This design comes from an exercise in tuning for small area, a short achievable clock period and few clock cycles per item on the open sky130 flow, not from production work. In this exercise RTL edits were held to simulation tests only and were not proved equivalent to the original.

==> flow/design.v (excerpt) <==
module matrix(
    input clk,
    input [7:0] A00,
    input [7:0] A01,
    input [7:0] A02,
    input [7:0] A10,
    input [7:0] A11,
    input [7:0] A12,
    input [7:0] A20,
    input [7:0] A21,
    input [7:0] A22,
    input [7:0] B00,
    input [7:0] B01,
    input [7:0] B02,
    input [7:0] B10,
    input [7:0] B11,
    input [7:0] B12,
    input [7:0] B20,
    input [7:0] B21,
    input [7:0] B22,
    output[7:0] Out00,
    output[7:0] Out01,
    output[7:0] Out02,
    output[7:0] Out10,
    output[7:0] Out11,
    output[7:0] Out12,
    output[7:0] Out20,
    output[7:0] Out21,
    output[7:0] Out22,
    input Reset,
    input Load,
    output Done
    );
    reg [1:0] ph;
    assign Done = (ph == 2'd0);
    wire go = !Reset && (Done ? Load : (ph != 2'd3));
    reg [1:0] ph_n;
    always @(*) begin
        if (Reset)     ph_n = 2'd0;
        else if (Done) ph_n = Load ? 2'd1 : 2'd0;
        else           ph_n = ph + 2'd1;
    end
    reg s0, s1, s2;
    always @(posedge clk) begin
        ph <= ph_n;
        s0 <= (ph_n == 2'd0) || (ph_n == 2'd3);
        s1 <= (ph_n == 2'd1);
        s2 <= (ph_n == 2'd2);
    end
    wire [7:0] a0 = ({8{s0}} & A00) | ({8{s1}} & A01) | ({8{s2}} & A02);
    wire [7:0] a1 = ({8{s0}} & A10) | ({8{s1}} & A11) | ({8{s2}} & A12);
    wire [7:0] a2 = ({8{s0}} & A20) | ({8{s1}} & A21) | ({8{s2}} & A22);
    wire [7:0] b0 = ({8{s0}} & B00) | ({8{s1}} & B10) | ({8{s2}} & B20);
    wire [7:0] b1 = ({8{s0}} & B01) | ({8{s1}} & B11) | ({8{s2}} & B21);
  ...
==> flow/config.mk <==
export PLATFORM = sky130hd
export DESIGN_NAME = matrix
export DESIGN_NICKNAME = matrix
export VERILOG_FILES = /design/flow/design.v
export SDC_FILE = /design/flow/constraint.sdc
export NUM_CORES = 4
export LEC_CHECK = 0
export ABC_AREA = 1
export CAP_MARGIN = 20
export CORE_MARGIN = 2
export CORE_UTILIZATION = 40
export GPL_TIMING_DRIVEN = 0
export SLEW_MARGIN = 20
==> flow/constraint.sdc <==
create_clock -name core_clock -period 5.0 [get_ports {clk}]
set_input_delay 1.0000 -clock core_clock [delete_from_list [all_inputs] [get_ports {clk}]]
set_output_delay 1.0000 -clock core_clock [all_outputs]
set_load 0.01 [all_outputs]
run.sh (not shown) runs the stock make flow with config.mk's settings and CLKGATE_MAP_FILE= SYNTH_SCRIPT=/design/flow/synth_recipe.tcl, a recipe that flattens the netlist after the stock synthesis.
The starting point completed without violations.
Testbench counts at the start, summed over its fixed seeds: cycles 512, items 128.
Then changed:
--- a/flow/config.mk
+++ b/flow/config.mk
@@ -12 +11,0 @@
-export GPL_TIMING_DRIVEN = 0
After rerunning: The new run produced a clean layout; wire length fell by 3.9%; clock-buffer cell count does not change; utilization rose by 0.29 points; final area rose by about 0.6%; sequential share of layout area is about the same; register-to-register slack gains 0.02 ns; hold slack loses 0.010 ns; via count fell by about 0.5%.

---

== v7 ==
The RTL this note starts from:
==> flow/design.v <==
module fmul(
    input  [7:0] b,
    input  [7:0] c,
    output [7:0] p,
    output       pz
    );
    wire [3:0] u = b[3:0];
    wire [3:0] v = c[3:0];
    wire s0 = (u[1] & v[3]) ^ (u[2] & v[2]);
    wire c0 = (u[1] & v[3]) & (u[2] & v[2]);
    wire s1 = (u[2] & v[3]) ^ (u[3] & v[2]);
    wire c1 = (u[2] & v[3]) & (u[3] & v[2]);
    wire s2 = (u[0] & v[3]) ^ (u[1] & v[2]);
    wire c2 = (u[0] & v[3]) & (u[1] & v[2]);
    wire s3 = (u[3] & v[1]) ^ u[0] ^ v[0];
    wire c3 = ((u[3] & v[1]) & u[0]) | ((u[3] & v[1]) & v[0]) | ((u[0] & v[0]));
    wire s4 = u[1] ^ v[1] ^ c0;
    wire c4 = ((u[1] & v[1])) | (u[1] & c0) | (v[1] & c0);
    wire s5 = (u[3] & v[3]) ^ u[2] ^ v[2];
    wire c5 = ((u[3] & v[3]) & u[2]) | ((u[3] & v[3]) & v[2]) | ((u[2] & v[2]));
    wire s6 = (u[0] & v[2]) ^ (u[1] & v[1]);
    wire c6 = (u[0] & v[2]) & (u[1] & v[1]);
    wire s7 = (u[2] & v[1]) ^ (u[3] & v[0]) ^ s2;
    wire c7 = ((u[2] & v[1]) & (u[3] & v[0])) | ((u[2] & v[1]) & s2) | ((u[3] & v[0]) & s2);
    wire s8 = s0 ^ c2 ^ s3;
    wire c8 = (s0 & c2) | (s0 & s3) | (c2 & s3);
    wire s9 = s1 ^ c3 ^ s4;
    wire c9 = (s1 & c3) | (s1 & s4) | (c3 & s4);
    wire s10 = c1 ^ c4 ^ s5;
    wire c10 = (c1 & c4) | (c1 & s5) | (c4 & s5);
    wire s11 = u[3] ^ v[3] ^ c5;
    wire c11 = ((u[3] & v[3])) | (u[3] & c5) | (v[3] & c5);
    wire [9:0] r0 = {1'b0, 1'b1, c10, c9, c8, c7, c6, (u[2] & v[0]), (u[0] & v[1]), (u[0] & v[0])};
    wire [9:0] r1 = {1'b0, c11, s11, s10, s9, s8, s7, s6, (u[1] & v[0]), 1'b0};
    wire [9:0] m = r0 + r1;
    wire [2:0] es  = b[6:4] + c[6:4];
    wire [2:0] pe0 = es + 3'd5;
    wire [2:0] pe1 = es + 3'd6;
    assign p = {b[7] ^ c[7], m[9] ? pe1 : pe0, m[9] ? m[8:5] : m[7:4]};
    assign pz = (b == 8'd0) || (c == 8'd0) || (p == 8'd0);
endmodule
module calc_frac_bits(
    input  [7:0] r,
    input  [7:0] p,
    input        pz,
    output [7:0] y
    );
    wire rz = (r == 8'd0);
    wire gt = (r[6:4] > p[6:4]) || ((r[6:4] == p[6:4]) && (r[3:0] > p[3:0]));
    wire r_big = pz || (!rz && gt);
    wire kill  = pz || rz;
    wire [2:0] eb = r_big ? r[6:4] : p[6:4];
    wire [3:0] fb = r_big ? r[3:0] : p[3:0];
    wire [3:0] fs = r_big ? p[3:0] : r[3:0];
    wire [3:0] de = {1'b0, r[6:4]} - {1'b0, p[6:4]};
    wire [2:0] d  = de[3] ? 3'd0 - de[2:0] : de[2:0];
    wire       sb = r_big ? r[7] : p[7];
    wire       sub = r[7] ^ p[7];
    wire [12:0] ya  = {!pz, p[3:0] & {4{!pz}}, 8'd0} >> d;
    wire [12:0] yb  = {!rz, r[3:0], 8'd0} >> d;
    wire [12:0] ysh = r_big ? ya : yb;
    wire [6:0]  yv  = {1'b0, ysh[12:7]};
    wire        stk = |ysh[6:0];
    wire [6:0]  xv  = {1'b0, 1'b1, fb, 1'b0};
    wire [6:0]  t   = xv + (yv ^ {7{sub}}) + {6'd0, sub & !stk};
    reg [2:0] ne;
    reg [3:0] nf;
    always @(*) begin
        if (t[6])      begin ne = eb + 3'd1; nf = t[5:2]; end
        else if (t[5]) begin ne = eb;        nf = t[4:1]; end
        else if (t[4]) begin ne = eb - 3'd1; nf = t[3:0]; end
        else if (t[3]) begin ne = eb - 3'd2; nf = {t[2:0], 1'b0}; end
        else           begin ne = eb - 3'd3; nf = {t[1:0], 2'b00}; end
    end
    assign y = {sb, ne, nf};
endmodule
module mac(
    input            Clk,
    input            Reset,
    input            go,
    input      [7:0] B,
    input      [7:0] C,
    output reg [7:0] Aout
    );
    wire [7:0] p;
    wire       pz;
    reg  [7:0] P;
    reg        Pz;
    wire [7:0] nxt;
    fmul u_mul(.b(B), .c(C), .p(p), .pz(pz));
    calc_frac_bits u_step(.r(Aout), .p(P), .pz(Pz), .y(nxt));
    always @(posedge Clk) begin
        P  <= p;
        Pz <= pz || !go;
        if (Reset) Aout <= 8'd0;
        else       Aout <= nxt;
    end
endmodule
module matrix(
    input clk,
    input [7:0] A00,
    input [7:0] A01,
    input [7:0] A02,
    input [7:0] A10,
    input [7:0] A11,
    input [7:0] A12,
    input [7:0] A20,
    input [7:0] A21,
    input [7:0] A22,
    input [7:0] B00,
    input [7:0] B01,
    input [7:0] B02,
    input [7:0] B10,
    input [7:0] B11,
    input [7:0] B12,
    input [7:0] B20,
    input [7:0] B21,
    input [7:0] B22,
    output[7:0] Out00,
    output[7:0] Out01,
    output[7:0] Out02,
    output[7:0] Out10,
    output[7:0] Out11,
    output[7:0] Out12,
    output[7:0] Out20,
    output[7:0] Out21,
    output[7:0] Out22,
    input Reset,
    input Load,
    output Done
    );
    reg [1:0] ph;
    assign Done = (ph == 2'd0);
    wire go = !Reset && (Done ? Load : (ph != 2'd3));
    reg [1:0] ph_n;
    always @(*) begin
        if (Reset)     ph_n = 2'd0;
        else if (Done) ph_n = Load ? 2'd1 : 2'd0;
        else           ph_n = ph + 2'd1;
    end
    reg s0, s1, s2;
    always @(posedge clk) begin
        ph <= ph_n;
        s0 <= (ph_n == 2'd0) || (ph_n == 2'd3);
        s1 <= (ph_n == 2'd1);
        s2 <= (ph_n == 2'd2);
    end
    wire [7:0] a0 = ({8{s0}} & A00) | ({8{s1}} & A01) | ({8{s2}} & A02);
    wire [7:0] a1 = ({8{s0}} & A10) | ({8{s1}} & A11) | ({8{s2}} & A12);
    wire [7:0] a2 = ({8{s0}} & A20) | ({8{s1}} & A21) | ({8{s2}} & A22);
    wire [7:0] b0 = ({8{s0}} & B00) | ({8{s1}} & B10) | ({8{s2}} & B20);
    wire [7:0] b1 = ({8{s0}} & B01) | ({8{s1}} & B11) | ({8{s2}} & B21);
    wire [7:0] b2 = ({8{s0}} & B02) | ({8{s1}} & B12) | ({8{s2}} & B22);
    mac mac_00(.Clk(clk), .Reset(Reset), .go(go), .B(a0), .C(b0), .Aout(Out00));
    mac mac_01(.Clk(clk), .Reset(Reset), .go(go), .B(a0), .C(b1), .Aout(Out01));
    mac mac_02(.Clk(clk), .Reset(Reset), .go(go), .B(a0), .C(b2), .Aout(Out02));
    mac mac_10(.Clk(clk), .Reset(Reset), .go(go), .B(a1), .C(b0), .Aout(Out10));
    mac mac_11(.Clk(clk), .Reset(Reset), .go(go), .B(a1), .C(b1), .Aout(Out11));
    mac mac_12(.Clk(clk), .Reset(Reset), .go(go), .B(a1), .C(b2), .Aout(Out12));
    mac mac_20(.Clk(clk), .Reset(Reset), .go(go), .B(a2), .C(b0), .Aout(Out20));
    mac mac_21(.Clk(clk), .Reset(Reset), .go(go), .B(a2), .C(b1), .Aout(Out21));
    mac mac_22(.Clk(clk), .Reset(Reset), .go(go), .B(a2), .C(b2), .Aout(Out22));
endmodule
Settings: LEC_CHECK=0, ABC_AREA=1, CAP_MARGIN=20, CORE_MARGIN=2, CORE_UTILIZATION=40, CTS_BUF_LIST=sky130_fd_sc_hd__clkbuf_4 sky130_fd_sc_hd__clkbuf_8, SLEW_MARGIN=20; clock period 5.0 ns.
standard.sh (not shown) runs the stock make flow with config.mk's settings and CLKGATE_MAP_FILE= SYNTH_SCRIPT=/design/flow/synth_recipe.tcl, a recipe that flattens the netlist after the stock synthesis.
==> flow/flow/run.sh <==
#!/bin/bash
# The standard layout, with four changes:
# - each port is buffered by a sky130_fd_sc_hd__buf_1 instead of the default
#   port buffer cell;
# - synthesis leaves adders to ABC instead of mapping them to the library's
#   full/half-adder cells first (ADDER_MAP_FILE empty);
# - ABC maps with flow/abc_map.script (two rounds of dch and map, with mfs2 between) instead of the
#   standard area script.
# - timing repair aims at a setup slack of 1.5 ns up to clock tree synthesis
#   and of 0.8 ns after it (SETUP_SLACK_MARGIN), so that the repair after
#   global routing does not upsize much.
# Everything else is the standard flow's synthesis (synth_recipe.tcl), so the registers
# are the standard synthesis's.
set -euo pipefail
W=$PWD
cat > "$W/own_synth.tcl" <<EOT
proc abc {args} {
  set i [lsearch -exact \$args -script]
  if {\$i >= 0} { lset args [expr {\$i + 1}] {$W/flow/abc_map.script} }
  yosys abc {*}\$args
}
source {$W/synth_recipe.tcl}
EOT
export BUFFER_PORTS_ARGS="-buffer_cell sky130_fd_sc_hd__buf_1"
bash standard.sh ADDER_MAP_FILE= SYNTH_SCRIPT="$W/own_synth.tcl" SETUP_SLACK_MARGIN=1.5 cts > standard_flow_cts.log 2>&1
bash standard.sh ADDER_MAP_FILE= SYNTH_SCRIPT="$W/own_synth.tcl" SETUP_SLACK_MARGIN=0.8 finish > standard_flow_finish.log 2>&1
==> flow/flow/abc_map.script <==
strash
dc2
dch -f
map -B 0.9
mfs2
strash
dch -f
map -B 0.9
topo
stime -c
buffer -c
upsize -c
dnsize -c
Testbench counts of v7, summed over its fixed seeds: cycles 512, items 128.
Input changes introduced in v52 (baseline for comparison: v7):
-- flow/flow/run.sh --
<<< v7, line 2
# The standard layout, with four changes:
>>> v52, line 2
# The standard layout, with three changes:
<<< v7, line 9
# - timing repair aims at a setup slack of 1.5 ns up to clock tree synthesis
#   and of 0.8 ns after it (SETUP_SLACK_MARGIN), so that the repair after
#   global routing does not upsize much.
>>> v52, line 9
<<< v7, line 25
bash standard.sh ADDER_MAP_FILE= SYNTH_SCRIPT="$W/own_synth.tcl" SETUP_SLACK_MARGIN=1.5 cts > standard_flow_cts.log 2>&1
bash standard.sh ADDER_MAP_FILE= SYNTH_SCRIPT="$W/own_synth.tcl" SETUP_SLACK_MARGIN=0.8 finish > standard_flow_finish.log 2>&1
>>> v52, line 22
bash standard.sh ADDER_MAP_FILE= SYNTH_SCRIPT="$W/own_synth.tcl" finish > standard_flow.log 2>&1
-- flow/config.mk --
<<< v7, line 12
export CTS_BUF_LIST = sky130_fd_sc_hd__clkbuf_4 sky130_fd_sc_hd__clkbuf_8
>>> v52, line 12
export SETUP_SLACK_MARGIN = 1.0
Notes after the runs:
v7 -> v52: count of placed standard cells including taps delta 0, exact match
v52: smallest setup slack after layout 110 ps below v7
Shortest clock period the worst path allows after layout delta for v52 relative to v7: 110 ps higher
v52 vs. v7: die area ~0 delta, worst hold margin -3.6 ps.
The inputs of v32 differ from those of v52 as listed below.
==> flow/flow/run.sh <==
#!/bin/bash
# The standard layout, with two changes: each port is buffered by a
# sky130_fd_sc_hd__buf_1 instead of the default port buffer cell, and
# synthesis leaves adders to ABC instead of mapping them to the library's
# full/half-adder cells first (ADDER_MAP_FILE empty). Registers are the
# standard synthesis's.
set -euo pipefail
export BUFFER_PORTS_ARGS="-buffer_cell sky130_fd_sc_hd__buf_1"
bash standard.sh ADDER_MAP_FILE= finish > standard_flow.log 2>&1
-- flow/config.mk --
<<< v52, line 12
export SETUP_SLACK_MARGIN = 1.0
>>> v32, line 12
export SETUP_SLACK_MARGIN = 2.0
removed: flow/flow/abc_map.script
Findings:
Looking at cell area across both flows, v32 is the weaker of the two, with v52 ahead.
Per the comparison of v32 with v52, setup slack rose 320 ps; buffer count from post-CTS setup fixing rose 177.
v32 vs. v52: count of clock-buffer cells in the layout rose 2.
Non-clock buffer count, v32 vs v52: up by more than 100%
Overall fraction of global-route tracks in use (lower): v52
Here is what was changed in the inputs of v57 compared with v32.
==> flow/flow/run.sh <==
#!/bin/bash
# The standard layout, with four changes:
# - each port is buffered by a sky130_fd_sc_hd__buf_1 instead of the default
#   port buffer cell;
# - synthesis leaves adders to ABC instead of mapping them to the library's
#   full/half-adder cells first (ADDER_MAP_FILE empty);
# - ABC maps with flow/abc_map.script (two rounds of dch and map, with mfs2 between) instead of the
#   standard area script.
# - timing repair aims at a setup slack of 1.5 ns up to clock tree synthesis
#   and of 0.8 ns after it (SETUP_SLACK_MARGIN), so that the repair after
#   global routing does not upsize much.
# Everything else is the standard flow's synthesis (synth_recipe.tcl), so the registers
# are the standard synthesis's.
set -euo pipefail
W=$PWD
cat > "$W/own_synth.tcl" <<EOT
proc abc {args} {
  set i [lsearch -exact \$args -script]
  if {\$i >= 0} { lset args [expr {\$i + 1}] {$W/flow/abc_map.script} }
  yosys abc {*}\$args
}
source {$W/synth_recipe.tcl}
EOT
export BUFFER_PORTS_ARGS="-buffer_cell sky130_fd_sc_hd__buf_1"
bash standard.sh ADDER_MAP_FILE= SYNTH_SCRIPT="$W/own_synth.tcl" SETUP_SLACK_MARGIN=1.5 cts > standard_flow_cts.log 2>&1
bash standard.sh ADDER_MAP_FILE= SYNTH_SCRIPT="$W/own_synth.tcl" SETUP_SLACK_MARGIN=0.8 finish > standard_flow_finish.log 2>&1
==> flow/flow/abc_map.script (new file) <==
strash
dc2
dch -f
map -B 0.9
mfs2
strash
dch -f
map -B 0.9
topo
stime -c
buffer -c
upsize -c
dnsize -c
-- flow/config.mk --
<<< v32, line 11
export CORE_UTILIZATION = 40
export SETUP_SLACK_MARGIN = 2.0
>>> v57, line 11
export CORE_UTILIZATION = 55
export CTS_BUF_LIST = sky130_fd_sc_hd__clkbuf_4 sky130_fd_sc_hd__clkbuf_8
export PLACE_DENSITY = 0.65
==> run notes <==
Critical path data required time: v32 and v57 compared, lower one is v32
v57 vs. v32: area overhead of the layout relative to synthesis fell 50 points; utilization fell 3.4 points.
Comparing v32 and v57, the lower final RePlAce weighted congestion was measured on v32.
NOTE: design area in v57 falls short of that of v32
[compare] base=v32 new=v57: clock transition time at the flip-flop clock pins of the worst setup and hold paths +30 ps, number of buffer and inverter stages on the critical path -3.
Input-level comparison between v22 and v57:
-- flow/flow/run.sh --
<<< v57, line 9
# - timing repair aims at a setup slack of 1.5 ns up to clock tree synthesis
#   and of 0.8 ns after it (SETUP_SLACK_MARGIN), so that the repair after
>>> v22, line 9
# - timing repair aims at a setup slack of 2.0 ns up to clock tree synthesis
#   and of 1.0 ns after it (SETUP_SLACK_MARGIN), so that the repair after
<<< v57, line 25
bash standard.sh ADDER_MAP_FILE= SYNTH_SCRIPT="$W/own_synth.tcl" SETUP_SLACK_MARGIN=1.5 cts > standard_flow_cts.log 2>&1
bash standard.sh ADDER_MAP_FILE= SYNTH_SCRIPT="$W/own_synth.tcl" SETUP_SLACK_MARGIN=0.8 finish > standard_flow_finish.log 2>&1
>>> v22, line 25
bash standard.sh ADDER_MAP_FILE= SYNTH_SCRIPT="$W/own_synth.tcl" SETUP_SLACK_MARGIN=2.0 cts > standard_flow_cts.log 2>&1
bash standard.sh ADDER_MAP_FILE= SYNTH_SCRIPT="$W/own_synth.tcl" SETUP_SLACK_MARGIN=1.0 finish > standard_flow_finish.log 2>&1
-- flow/config.mk --
<<< v57, line 11
export CORE_UTILIZATION = 55
export CTS_BUF_LIST = sky130_fd_sc_hd__clkbuf_4 sky130_fd_sc_hd__clkbuf_8
export PLACE_DENSITY = 0.65
>>> v22, line 11
export CORE_UTILIZATION = 40
## What came out
Relative to v57, pre-CTS setup slack decreased by 29 ps in v22. Maximum frequency up about 8% in v22 wrt v57. Compared with v57, v22 shows initial core utilization lower by 15 points. Summary of v22 over v57: share of the clock period used by the worst path shows a reduction of 5.0 points. Compared with v57, v22 shows a higher final wirelength. Fraction of standard cell area in multi-input logic in v22 is 4.8 points lower than in v57.
What v20 does differently from v22 at the input level:
-- flow/flow/run.sh --
<<< v22, line 9
# - timing repair aims at a setup slack of 2.0 ns up to clock tree synthesis
#   and of 1.0 ns after it (SETUP_SLACK_MARGIN), so that the repair after
>>> v20, line 9
# - timing repair aims at a setup slack of 1.6 ns up to clock tree synthesis
#   and of 0.8 ns after it (SETUP_SLACK_MARGIN), so that the repair after
<<< v22, line 25
bash standard.sh ADDER_MAP_FILE= SYNTH_SCRIPT="$W/own_synth.tcl" SETUP_SLACK_MARGIN=2.0 cts > standard_flow_cts.log 2>&1
bash standard.sh ADDER_MAP_FILE= SYNTH_SCRIPT="$W/own_synth.tcl" SETUP_SLACK_MARGIN=1.0 finish > standard_flow_finish.log 2>&1
>>> v20, line 25
bash standard.sh ADDER_MAP_FILE= SYNTH_SCRIPT="$W/own_synth.tcl" SETUP_SLACK_MARGIN=1.6 cts > standard_flow_cts.log 2>&1
bash standard.sh ADDER_MAP_FILE= SYNTH_SCRIPT="$W/own_synth.tcl" SETUP_SLACK_MARGIN=0.8 finish > standard_flow_finish.log 2>&1
-- flow/config.mk --
<<< v22, line 11
export CORE_UTILIZATION = 40
>>> v20, line 11
export CORE_UTILIZATION = 55
export CTS_BUF_LIST = sky130_fd_sc_hd__clkbuf_4 sky130_fd_sc_hd__clkbuf_8
export PLACE_DENSITY = 0.65
Floorplan check, v20 vs v22: die outline smaller in v20. Fraction of standard cell area that is sequential was lower in v22 than in v20. Taking v22 as the reference, in v20 via count -9.9%; site row count -about 14%.

what the ideal ports hide:
How much do the figures lean on ideal ports? The routed layouts below were timed once more, with nothing changed but the port constraints. Step 1, drivers: a clkbuf_16 drives clk and a buf_2 each remaining input, both assumed. Step 2 times the ports against the registers' clock, not the clock port: input delays grow and output delays shrink by t, the midpoint of the rising clock arrivals with the driver on. a / b / c = ideal ports / drivers / drivers and shift; a / b = the first two.
run | t, ns | setup WS [ns] | slew at the worst register clock pin (ns) | worst data-port slew with drivers (ns)
the first run of note 1 | 0.546 | 0.286 / 0.320 / -0.226 | 0.08 / 0.08 | 0.04
the second run of note 1 | 0.546 | 0.452 / 0.452 / 0.025 | 0.08 / 0.08 | 0.05
v7 | 0.624 | 1.461 / 1.461 / 0.897 | 0.10 / 0.10 | 0.07
v52 | 0.554 | 1.347 / 1.347 / 0.905 | 0.08 / 0.08 | 0.07
v32 | 0.564 | 1.667 / 1.696 / 1.152 | 0.07 / 0.07 | 0.05
v57 | 0.598 | 1.473 / 1.473 / 0.947 | 0.09 / 0.09 | 0.04
v22 | 0.568 | 1.724 / 1.724 / 1.202 | 0.07 / 0.07 | 0.10
v20 | 0.595 | 1.512 / 1.522 / 0.941 | 0.09 / 0.09 | 0.04
Met with ideal ports but missed after step 2: setup timing in the first run of note 1. For v20, which loses most, drivers alone change the setup slack by +0.010 ns; drivers and shift together by -0.571 ns.
